Background: an optimization exercise with open tools, aiming at small area and a short achievable clock period. Do not read the settings as production practice. In this exercise RTL edits were held to simulation tests only and were not proved equivalent to the original. No activity file was given, so power comes from the tool's default toggle rates.

==> flow/design.v (excerpt) <==
module CannyEdge(dAddrRegRow, dAddrRegCol, bWE, bCE, InData, OutData,
	OPMode, bOPEnable, dReadReg, dWriteReg, clk, rst_b);
For scale: about 2200 cells after synthesis, about 0.026 mm2 of cells after synthesis.
clock: 10.0 ns
lec_check: 0
cap_margin: 20
core_margin: 2
core_utilization: 62
cts_buf_list: sky130_fd_sc_hd__clkbuf_8
cts_cluster_diameter: 80
cts_cluster_size: 16
place_density: 0.75
slew_margin: 20
standard.sh (not shown) runs the stock make flow with config.mk's settings and CLKGATE_MAP_FILE= SYNTH_SCRIPT=/design/flow/synth_recipe.tcl, a recipe that flattens the netlist after the stock synthesis.
==> flow/flow/run.sh <==
#!/bin/bash
# Standard layout with two changes:
#  - after the standard synthesis, flow/polarity.py removes inverters between
#    full adders (a full adder is self-dual, so an adder can be implemented in
#    its inverted form); registers and all other cells are untouched;
#  - timing repair aims at a setup slack margin of MARGIN ns, and the port
#    buffers are plain buffers instead of the delay cell buffer_ports picks.
set -euo pipefail
MARGIN=6.5
R=orfs/results/sky130hd/CannyEdge/base
bash standard.sh synth > log_synth.txt 2>&1
cp $R/1_2_yosys.v $R/1_2_yosys_std.v
python3 flow/polarity.py $R/1_2_yosys_std.v $R/1_2_yosys.v > log_polarity.txt 2>&1
rm -f $R/1_synth.odb $R/1_synth.sdc
bash standard.sh SETUP_SLACK_MARGIN=$MARGIN "BUFFER_PORTS_ARGS=-buffer_cell sky130_fd_sc_hd__buf_2" finish > log_finish.txt 2>&1
Other scripts of this flow, unchanged in this note and not shown: flow/flow/polarity.py
Change:
--- a/flow/flow/run.sh
+++ b/flow/flow/run.sh
@@ -9 +9 @@
-MARGIN=6.5
+MARGIN=6.8
Settings changed: ABC_AREA set to 1, CORE_UTILIZATION 62 to 55, PLACE_DENSITY 0.75 to 0.7.
=> Via count is higher by 22%. Global-route usage fell by 0.84 points. Die area grows by 14%. Sequential share of layout area goes down by 3.6 points. Combinational power grows by about 6%. Design area came out higher by 12%. Maximum frequency goes up by 2.2%. Synthesized area rises by 1.4%.

========
CannyEdge again, from the RTL that the note above started with.
==> flow/config.mk <==
export PLATFORM = sky130hd
export DESIGN_NAME = CannyEdge
export DESIGN_NICKNAME = CannyEdge
export VERILOG_FILES = /design/flow/design.v
export SDC_FILE = /design/flow/constraint.sdc
export NUM_CORES = 4
export LEC_CHECK = 0
export CAP_MARGIN = 20
export CORE_MARGIN = 2
export CORE_UTILIZATION = 55
export CTS_BUF_LIST = sky130_fd_sc_hd__clkbuf_8
export CTS_CLUSTER_DIAMETER = 60
export CTS_CLUSTER_SIZE = 12
export PLACE_DENSITY = 0.7
export SLEW_MARGIN = 20
==> flow/constraint.sdc <==
create_clock -name core_clock -period 10.0 [get_ports {clk}]
set_input_delay 2.0000 -clock core_clock [delete_from_list [all_inputs] [get_ports {clk}]]
set_output_delay 2.0000 -clock core_clock [all_outputs]
set_load 0.01 [all_outputs]
==> flow/flow/run.sh <==
#!/bin/bash
# Standard layout with two changes:
#  - after the standard synthesis, flow/polarity.py removes inverters between
#    full adders (a full adder is self-dual, so an adder can be implemented in
#    its inverted form); registers and all other cells are untouched;
#  - timing repair aims at a setup slack margin of MARGIN ns, and the port
#    buffers are plain buffers instead of the delay cell buffer_ports picks.
set -euo pipefail
MARGIN=7
R=orfs/results/sky130hd/CannyEdge/base
bash standard.sh synth > log_synth.txt 2>&1
cp $R/1_2_yosys.v $R/1_2_yosys_std.v
python3 flow/polarity.py $R/1_2_yosys_std.v $R/1_2_yosys.v > log_polarity.txt 2>&1
rm -f $R/1_synth.odb $R/1_synth.sdc
bash standard.sh SETUP_SLACK_MARGIN=$MARGIN "BUFFER_PORTS_ARGS=-buffer_cell sky130_fd_sc_hd__buf_2" finish > log_finish.txt 2>&1
Other scripts of this flow, unchanged in this note and not shown: flow/flow/polarity.py
The starting point produced a clean layout.
Next try:
--- a/flow/flow/run.sh
+++ b/flow/flow/run.sh
@@ -8,3 +8,3 @@
 set -euo pipefail
-MARGIN=7
+MARGIN=6.5
 R=orfs/results/sky130hd/CannyEdge/base
--- a/flow/config.mk
+++ b/flow/config.mk
@@ -11,4 +11,4 @@
 export CTS_BUF_LIST = sky130_fd_sc_hd__clkbuf_8
-export CTS_CLUSTER_DIAMETER = 60
-export CTS_CLUSTER_SIZE = 12
+export CTS_CLUSTER_DIAMETER = 80
+export CTS_CLUSTER_SIZE = 16
 export PLACE_DENSITY = 0.7
The changed run finished clean; clock power fell by 19%; area after synthesis does not change; final cell count fell by 9.7%; core utilization drops by 11 points; setup slack got worse by 0.12 ns; worst hold slack gets better by 0.079 ns; wire length drops by 16%; global-route usage fell by 4.8 points; clock-buffer cell count shrinks by 12.
Next try:
--- a/flow/config.mk
+++ b/flow/config.mk
@@ -9,7 +9,7 @@
 export CORE_MARGIN = 2
-export CORE_UTILIZATION = 55
+export CORE_UTILIZATION = 70
 export CTS_BUF_LIST = sky130_fd_sc_hd__clkbuf_8
-export CTS_CLUSTER_DIAMETER = 80
-export CTS_CLUSTER_SIZE = 16
-export PLACE_DENSITY = 0.7
+export CTS_CLUSTER_DIAMETER = 60
+export CTS_CLUSTER_SIZE = 12
+export PLACE_DENSITY = 0.8
 export SLEW_MARGIN = 20
After rerunning:
- worst hold slack degrades by 0.035 ns
- maximum frequency falls by 2.2%
- power climbs by 6.5%
- wire length goes up by 2.2%
- cell area is higher by 0.76%
- cell count falls by 3.6%
- register-to-register slack gets worse by 0.07 ns
Next try:
--- a/flow/config.mk
+++ b/flow/config.mk
@@ -9,7 +9,7 @@
 export CORE_MARGIN = 2
-export CORE_UTILIZATION = 70
-export CTS_BUF_LIST = sky130_fd_sc_hd__clkbuf_8
-export CTS_CLUSTER_DIAMETER = 60
-export CTS_CLUSTER_SIZE = 12
-export PLACE_DENSITY = 0.8
+export CORE_UTILIZATION = 55
+export CTS_BUF_LIST = sky130_fd_sc_hd__clkbuf_4 sky130_fd_sc_hd__clkbuf_8
+export CTS_CLUSTER_DIAMETER = 80
+export CTS_CLUSTER_SIZE = 16
+export PLACE_DENSITY = 0.7
 export SLEW_MARGIN = 20
- The new run finished with timing, DRC and antenna clean
- fmax came out higher by 2.2%
- worst setup slack is better by 0.077 ns
- total power came out lower by 5.9%
- final area came out lower by 0.74%
- clock-buffer cell count came out lower by 9
- routed wire length came out lower by 2.1%
- final cell count came out higher by 3.8%
- non-clock buffer count came out lower by 24
- die area came out higher by 27%

========
Starting RTL as in the previous note.
==> flow/config.mk <==
export PLATFORM = sky130hd
export DESIGN_NAME = CannyEdge
export DESIGN_NICKNAME = CannyEdge
export VERILOG_FILES = /design/flow/design.v
export SDC_FILE = /design/flow/constraint.sdc
export NUM_CORES = 4
export LEC_CHECK = 0
export CAP_MARGIN = 20
export CORE_MARGIN = 2
export CORE_UTILIZATION = 55
export CTS_BUF_LIST = sky130_fd_sc_hd__clkbuf_8
export CTS_CLUSTER_DIAMETER = 60
export CTS_CLUSTER_SIZE = 12
export PLACE_DENSITY = 0.7
export SLEW_MARGIN = 20
==> flow/constraint.sdc <==
create_clock -name core_clock -period 10.0 [get_ports {clk}]
set_input_delay 2.0000 -clock core_clock [delete_from_list [all_inputs] [get_ports {clk}]]
set_output_delay 2.0000 -clock core_clock [all_outputs]
set_load 0.01 [all_outputs]
==> flow/flow/run.sh <==
#!/bin/bash
# Standard layout with two changes:
#  - after the standard synthesis, flow/polarity.py removes inverters between
#    full adders (a full adder is self-dual, so an adder can be implemented in
#    its inverted form); registers and all other cells are untouched;
#  - timing repair aims at a setup slack margin of MARGIN ns, and the port
#    buffers are plain buffers instead of the delay cell buffer_ports picks.
set -euo pipefail
MARGIN=6.5
R=orfs/results/sky130hd/CannyEdge/base
bash standard.sh synth > log_synth.txt 2>&1
cp $R/1_2_yosys.v $R/1_2_yosys_std.v
python3 flow/polarity.py $R/1_2_yosys_std.v $R/1_2_yosys.v > log_polarity.txt 2>&1
rm -f $R/1_synth.odb $R/1_synth.sdc
bash standard.sh SETUP_SLACK_MARGIN=$MARGIN "BUFFER_PORTS_ARGS=-buffer_cell sky130_fd_sc_hd__buf_2" finish > log_finish.txt 2>&1
Other scripts of this flow, unchanged in this note and not shown: flow/flow/polarity.py
Edit:
--- a/flow/flow/run.sh
+++ b/flow/flow/run.sh
@@ -7,5 +7,5 @@
 #    buffers are plain buffers instead of the delay cell buffer_ports picks.
 set -euo pipefail
-MARGIN=6.5
+MARGIN=6.35
 R=orfs/results/sky130hd/CannyEdge/base
 bash standard.sh synth > log_synth.txt 2>&1
- CTS_CLUSTER_DIAMETER: 60 -> 70
- CTS_CLUSTER_SIZE: 12 -> 14
The new run finished clean.
Non-clock buffer count is lower by 23.
Die area does not change.
Power is lower by 4.5%.
Hold slack gets better by 0.0095 ns.
Routed wire length rises by 1.2%.
Register-to-register slack is worse by 0.14 ns.
Setup slack degrades by 0.18 ns.
Clock power shrinks by 12%.
Sequential share of layout area came out higher by 0.82 points.
Critical path depth rose by 2.
Clock-buffer cell count drops by 6.
Edit:
--- a/flow/flow/run.sh
+++ b/flow/flow/run.sh
@@ -7,5 +7,5 @@
 #    buffers are plain buffers instead of the delay cell buffer_ports picks.
 set -euo pipefail
-MARGIN=6.35
+MARGIN=6.5
 R=orfs/results/sky130hd/CannyEdge/base
 bash standard.sh synth > log_synth.txt 2>&1
- CAP_MARGIN: 20 -> 5
- CTS_CLUSTER_DIAMETER: 70 -> 80
- CTS_CLUSTER_SIZE: 14 -> 16
- SLEW_MARGIN: 20 -> 5
Outcome:
- combinational power stays flat
- total power is lower by 4.7%
- setup slack improves by 0.18 ns
- cell area is higher by 1.1%
- final cell count is higher by 0.31%
Edit:
- ABC_AREA: unset -> 1
- CAP_MARGIN: 5 -> 20
- SLEW_MARGIN: 5 -> 20
After rerunning:
- clock-buffer cell count rose by 1
- non-clock buffer count rose by 36
- register-to-register slack gets worse by 0.09 ns
- fmax fell slightly
- total power rose by a few percent
- via count rose by about a fifth
- synthesized cell count rose by a quarter to a third
- global-route usage rose by 2.7 points
- synthesized area rose slightly

==> port drivers added, routing unchanged <==
In the flow no input, the clock included, has a driving cell. The finished layouts below were timed again as built, in two steps.
Step 1: set_driving_cell puts a clkbuf_16 on clk and a buf_2 on each other input, an assumption about the parent block.
Step 2 also shifts input and output timing later by t, the mid clock arrival at the registers, as if the neighbouring blocks saw the same clock.
Three values: no drivers, after step 1, after step 2; two values: the first two.
run	shift t [ns]	slack for setup (ns)	worst slew at a driven data input, ns
the first run of note 1	0.665	6.476 / 6.509 / 5.844	0.09
the second run of note 1	0.710	6.551 / 6.551 / 6.114	0.04
the first run of note 2	0.682	6.664 / 6.664 / 6.133	0.06
the second run of note 2	0.695	6.549 / 6.553 / 5.888	0.16
the third run of note 2	0.655	6.473 / 6.477 / 5.837	0.10
the fourth run of note 2	0.696	6.550 / 6.553 / 5.889	0.16
the first run of note 3	0.667	6.547 / 6.547 / 5.935	0.14
the second run of note 3	0.659	6.365 / 6.403 / 5.744	0.14
the third run of note 3	0.694	6.541 / 6.561 / 5.882	0.14
the fourth run of note 3	0.710	6.474 / 6.474 / 5.812	0.03
After both steps setup and hold are still met in every run listed. For the fourth run of note 3, which loses most, drivers alone change the setup slack by 0.000 ns; drivers and shift together by -0.662 ns.
